Source: an optimization exercise on an open RTL-to-GDS flow (aim: small area and a short achievable clock period). Production flows keep margins and buffers that such runs may drop. Only simulation tests tie the RTL to the original design; equivalence was not proved. Power and IR drop assume default switching activity.

run 1:
==> flow/design.v (excerpt) <==
module regfile(
    input clk,
    input rst,
    input [1:0] writeEn,
    input writeFlag,
    input [3:0] rdReg1,
    output [7:0] rdData1,
    output [7:0] rdData1Lo,
    input [3:0] rdReg2,
    output [7:0] rdData2,
    output [7:0] rdData2Lo,
    input [7:0] flagData,
    output [7:0] rdFlag,
    input [3:0] wrReg,
    input [15:0] wrData
);
==> flow/config.mk <==
export PLATFORM = sky130hd
export DESIGN_NAME = regfile
export DESIGN_NICKNAME = regfile
export VERILOG_FILES = /design/flow/design.v
export SDC_FILE = /design/flow/constraint.sdc
export NUM_CORES = 4
export LEC_CHECK = 0
export CAP_MARGIN = 20
export CORE_MARGIN = 2
export CORE_UTILIZATION = 40
export CTS_BUF_LIST = sky130_fd_sc_hd__clkbuf_4 sky130_fd_sc_hd__clkbuf_8
export PLACE_DENSITY = 0.45
export SETUP_SLACK_MARGIN = 1.8
export SLEW_MARGIN = 20
export SYNTH_HIERARCHICAL = 1
export SYNTH_MINIMUM_KEEP_SIZE = 0
==> flow/constraint.sdc <==
create_clock -name core_clock -period 6.0 [get_ports {clk}]
set_input_delay 1.2000 -clock core_clock [delete_from_list [all_inputs] [get_ports {clk}]]
set_output_delay 1.2000 -clock core_clock [all_outputs]
set_load 0.01 [all_outputs]
standard.sh (not shown) runs the stock make flow with config.mk's settings and CLKGATE_MAP_FILE= SYNTH_SCRIPT=/design/flow/synth_recipe.tcl, a recipe that flattens the netlist after the stock synthesis.
==> flow/flow/run.sh <==
#!/bin/bash
# Standard ORFS layout with two changes:
#  - after synthesis, every combinational cell is set to the smallest drive
#    strength of its family (flow/downsize.py); repair upsizes where needed;
#  - port buffers are plain buffers (buf_1) instead of the default delay cells.
set -euo pipefail
export BUFFER_PORTS_ARGS="-buffer_cell sky130_fd_sc_hd__buf_1"
R=orfs/results/sky130hd/regfile/base
bash standard.sh synth > standard_synth.log 2>&1
python3 flow/downsize.py $R/1_2_yosys.v $FLOW_HOME/platforms/sky130hd/lib/sky130_fd_sc_hd__tt_025C_1v80.lib > downsize.log 2>&1
rm -f $R/1_synth.odb $R/1_synth.sdc
bash standard.sh finish > standard_finish.log 2>&1
==> flow/flow/downsize.py <==
#!/usr/bin/env python3
"""Set every combinational cell of a synthesized netlist to the smallest-area
drive strength of its own cell family (e.g. mux2_4 -> mux2_1), so that the
placement-stage repair sizes gates up only where timing or loads need it.
Flip-flops are left as synthesis made them. Usage: downsize.py netlist.v lib"""
import re, sys
net, lib = sys.argv[1], sys.argv[2]
txt = open(lib).read()
area = {}
for m in re.finditer(r'cell\s*\(\s*"?(sky130_fd_sc_hd__\w+)"?\s*\)\s*\{(.*?)\barea\s*:\s*([\d.]+)', txt, re.S):
    area[m.group(1)] = float(m.group(3))
dont = re.compile(r'lpflow|probe|clkbuf|clkinv|clkdly|dly|tap|fill|decap|conb|diode')
fam = {}
for c, a in area.items():
    m = re.match(r'(sky130_fd_sc_hd__\w+?)_(\d+)$', c)
    if not m or dont.search(c):
        continue
    fam.setdefault(m.group(1), []).append((a, int(m.group(2)), c))
best = {f: min(v)[2] for f, v in fam.items()}
src = open(net).read()
count = {}
def sub(m):
    c = m.group(0)
    mm = re.match(r'(sky130_fd_sc_hd__\w+?)_(\d+)$', c)
    if not mm or mm.group(1) not in best:
        return c
    if re.match(r'sky130_fd_sc_hd__(dfx|dfr|dfs|dfb|edf|sdf|sedf|dl)', c):
        return c
    b = best[mm.group(1)]
    if b != c:
        count[(c, b)] = count.get((c, b), 0) + 1
    return b
out = re.sub(r'\bsky130_fd_sc_hd__\w+_\d+\b', sub, src)
open(net, 'w').write(out)
for (a, b), n in sorted(count.items()):
    print(f'{n:5d}  {a} -> {b}')
#### Input delta (run 2 over run 1)
# run 1
export LEC_CHECK = 0
export CAP_MARGIN = 20
export CORE_MARGIN = 2
export CORE_UTILIZATION = 40
export CTS_BUF_LIST = sky130_fd_sc_hd__clkbuf_4 sky130_fd_sc_hd__clkbuf_8
export PLACE_DENSITY = 0.45
export SETUP_SLACK_MARGIN = 1.8
export SLEW_MARGIN = 20
export SYNTH_HIERARCHICAL = 1
export SYNTH_MINIMUM_KEEP_SIZE = 0
create_clock -name core_clock -period 6.0 [get_ports {clk}]
# run 2
export LEC_CHECK = 0
export CAP_MARGIN = 20
export CORE_MARGIN = 2
export CORE_UTILIZATION = 40
export CTS_BUF_LIST = sky130_fd_sc_hd__clkbuf_4 sky130_fd_sc_hd__clkbuf_8
export PLACE_DENSITY = 0.45
export SETUP_SLACK_MARGIN = 2.0
export SLEW_MARGIN = 20
export SYNTH_HIERARCHICAL = 1
export SYNTH_MINIMUM_KEEP_SIZE = 0
create_clock -name core_clock -period 6.0 [get_ports {clk}]
Results
- [compare] base=run 1 new=run 2: met3 wirelength from detailed routing moved up; via count of the first global-routing pass moved up; remaining routing DRC violations level; clock network power moved down; overall power after layout moved down.
- Wire length of the first global-routing pass across run 2 and run 1: no real change.
- Cmp run 2 and run 1 / growth of design area from synthesis to finish / higher: run 1
Input changes introduced in run 3 (baseline for comparison: run 2):
# run 2
export LEC_CHECK = 0
export CAP_MARGIN = 20
export CORE_MARGIN = 2
export CORE_UTILIZATION = 40
export CTS_BUF_LIST = sky130_fd_sc_hd__clkbuf_4 sky130_fd_sc_hd__clkbuf_8
export PLACE_DENSITY = 0.45
export SETUP_SLACK_MARGIN = 2.0
export SLEW_MARGIN = 20
export SYNTH_HIERARCHICAL = 1
export SYNTH_MINIMUM_KEEP_SIZE = 0
create_clock -name core_clock -period 6.0 [get_ports {clk}]
# run 3
export LEC_CHECK = 0
export CAP_MARGIN = 20
export CORE_MARGIN = 2
export CORE_UTILIZATION = 40
export CTS_BUF_LIST = sky130_fd_sc_hd__clkbuf_4 sky130_fd_sc_hd__clkbuf_8
export PLACE_DENSITY = 0.45
export SETUP_SLACK_MARGIN = 2.3
export SLEW_MARGIN = 20
export SYNTH_HIERARCHICAL = 1
export SYNTH_MINIMUM_KEEP_SIZE = 0
create_clock -name core_clock -period 6.0 [get_ports {clk}]
Notes after the runs:
The total routing usage reported by global routing of run 2 and that of run 3 are within noise of each other.
Comparing run 2 against run 3, there is no change at all in number of non-clock inverters in the layout.
Maximum buffer depth of the clock tree: run 2 vs run 3 identical
Measured against each other, run 2 and run 3 differ in count of buffer and inverter cells on the critical path, the higher figure coming from run 3.
Per the comparison of run 3 with run 2, critical path depth moved up, wire length moved up.
Status: number of nets in the synthesized netlist parity (run 3, run 2)
The lower power came out of run 2.
[inputs] run 4 vs run 3
# run 3
export LEC_CHECK = 0
export CAP_MARGIN = 20
export CORE_MARGIN = 2
export CORE_UTILIZATION = 40
export CTS_BUF_LIST = sky130_fd_sc_hd__clkbuf_4 sky130_fd_sc_hd__clkbuf_8
export PLACE_DENSITY = 0.45
export SETUP_SLACK_MARGIN = 2.3
export SLEW_MARGIN = 20
export SYNTH_HIERARCHICAL = 1
export SYNTH_MINIMUM_KEEP_SIZE = 0
create_clock -name core_clock -period 6.0 [get_ports {clk}]
# run 4
export LEC_CHECK = 0
export CAP_MARGIN = 20
export CORE_MARGIN = 2
export CORE_UTILIZATION = 40
export SETUP_SLACK_MARGIN = 2.0
export SLEW_MARGIN = 20
export SYNTH_HIERARCHICAL = 1
export SYNTH_MINIMUM_KEEP_SIZE = 0
create_clock -name core_clock -period 6.0 [get_ports {clk}]
Findings:
The lower shortest clock period the worst path allows after layout came out of run 3. Compare run 4 and run 3 | total combinational power lower: run 4. Count of placed standard cells in the final layout, fillers left out shrinks slightly when moving from run 3 to run 4. Length of routed met2 wiring for run 4: about 11% down relative to run 3. Run 4 and run 3 ended up with nearly the same reg2reg setup slack. The total routing resource utilization after global routing of run 4 is lower than that of run 3. | post-cts gate resize count | higher: run 3 |. rdData2Lo[1] as the last element of the critical path was reported by run 3, and rdData1[4] by run 4. Re final area: run 3 was higher than run 4.
--- input diff run 4..run 5 ---
# run 4
export LEC_CHECK = 0
export CAP_MARGIN = 20
export CORE_MARGIN = 2
export CORE_UTILIZATION = 40
export SETUP_SLACK_MARGIN = 2.0
export SLEW_MARGIN = 20
export SYNTH_HIERARCHICAL = 1
export SYNTH_MINIMUM_KEEP_SIZE = 0
create_clock -name core_clock -period 6.0 [get_ports {clk}]
# run 5
export LEC_CHECK = 0
export CAP_MARGIN = 20
export CORE_MARGIN = 2
export CORE_UTILIZATION = 40
export CTS_BUF_LIST = sky130_fd_sc_hd__clkbuf_4 sky130_fd_sc_hd__clkbuf_8
export PLACE_DENSITY = 0.45
export SETUP_SLACK_MARGIN = 2.4
export SLEW_MARGIN = 20
export SYNTH_HIERARCHICAL = 1
export SYNTH_MINIMUM_KEEP_SIZE = 0
create_clock -name core_clock -period 6.0 [get_ports {clk}]
[summary]
Run 5 vs run 4, layout overhead on the synthesized area went up by 4.9 points. The setup slack of run 5 is larger than that of run 4. Summary of run 5 over run 4: count of placed standard cells in the final layout, fillers left out now larger, global-route usage now larger.
## Diff of input files: run 6 against run 5
# run 5
export LEC_CHECK = 0
export CAP_MARGIN = 20
export CORE_MARGIN = 2
export CORE_UTILIZATION = 40
export CTS_BUF_LIST = sky130_fd_sc_hd__clkbuf_4 sky130_fd_sc_hd__clkbuf_8
export PLACE_DENSITY = 0.45
export SETUP_SLACK_MARGIN = 2.4
export SLEW_MARGIN = 20
export SYNTH_HIERARCHICAL = 1
export SYNTH_MINIMUM_KEEP_SIZE = 0
create_clock -name core_clock -period 6.0 [get_ports {clk}]
# run 6
export LEC_CHECK = 0
export CAP_MARGIN = 20
export CORE_MARGIN = 2
export CORE_UTILIZATION = 40
export CTS_BUF_LIST = sky130_fd_sc_hd__clkbuf_4 sky130_fd_sc_hd__clkbuf_8
export PLACE_DENSITY = 0.45
export SETUP_SLACK_MARGIN = 2.2
export SLEW_MARGIN = 20
export SYNTH_HIERARCHICAL = 1
export SYNTH_MINIMUM_KEEP_SIZE = 0
create_clock -name core_clock -period 6.0 [get_ports {clk}]
Results
Higher total power goes to run 5 over run 6.
Between run 5 and run 6, the difference in worst-case hold slack is negligible.
The worst setup timing slack at the placement stage of run 6 exceeds that of run 5 by 170 ps.
Delta (run 6 minus run 5): fraction of final layout cells with drive strength greater than 1 decreased 1.4 points; number of DRC violations after detailed-routing iteration 0 -68; area of all placed cells without fillers -4.5%; switching share of total power has decreased.
Final wirelength (run 5 / run 6): 1.08
Run 5 has higher final net count than run 6.
Relative to run 5, clock period minus worst slack has increased by 160 ps in run 6.

==> re-timing with driven ports <==
The results above use ideal ports. As a check the final layouts listed here were re-extracted and re-timed, cells and wires unchanged. Step 1 assumes that a clkbuf_16 drives the clock port and a buf_2 every other input. Step 2, shift: input delay + t, output delay - t, t = (earliest + latest rising clock arrival at the registers) / 2. This alone moves slack from input paths to output paths. a / b / c = no drivers / after step 1 / after step 2; a / b = the first two.
run	shift t [ns]	setup WS [ns]	hold slack, ns	cell pins on the clock port's net
run 1	0.397	1.816 / 1.791 / 1.791	0.489 / 0.489 / 0.489	1
run 2	0.411	2.158 / 2.134 / 2.134	0.488 / 0.488 / 0.488	1
run 3	0.416	2.252 / 2.226 / 2.226	0.488 / 0.488 / 0.488	1
run 4	0.386	2.106 / 2.082 / 2.082	0.491 / 0.491 / 0.491	1
run 5	0.389	2.381 / 2.311 / 2.311	0.490 / 0.490 / 0.490	1
run 6	0.412	2.223 / 2.203 / 2.203	0.488 / 0.488 / 0.488	1
After both steps setup and hold are still met in every run listed. For run 5, which loses most, drivers alone change the setup slack by -0.070 ns; drivers and shift together by -0.070 ns.
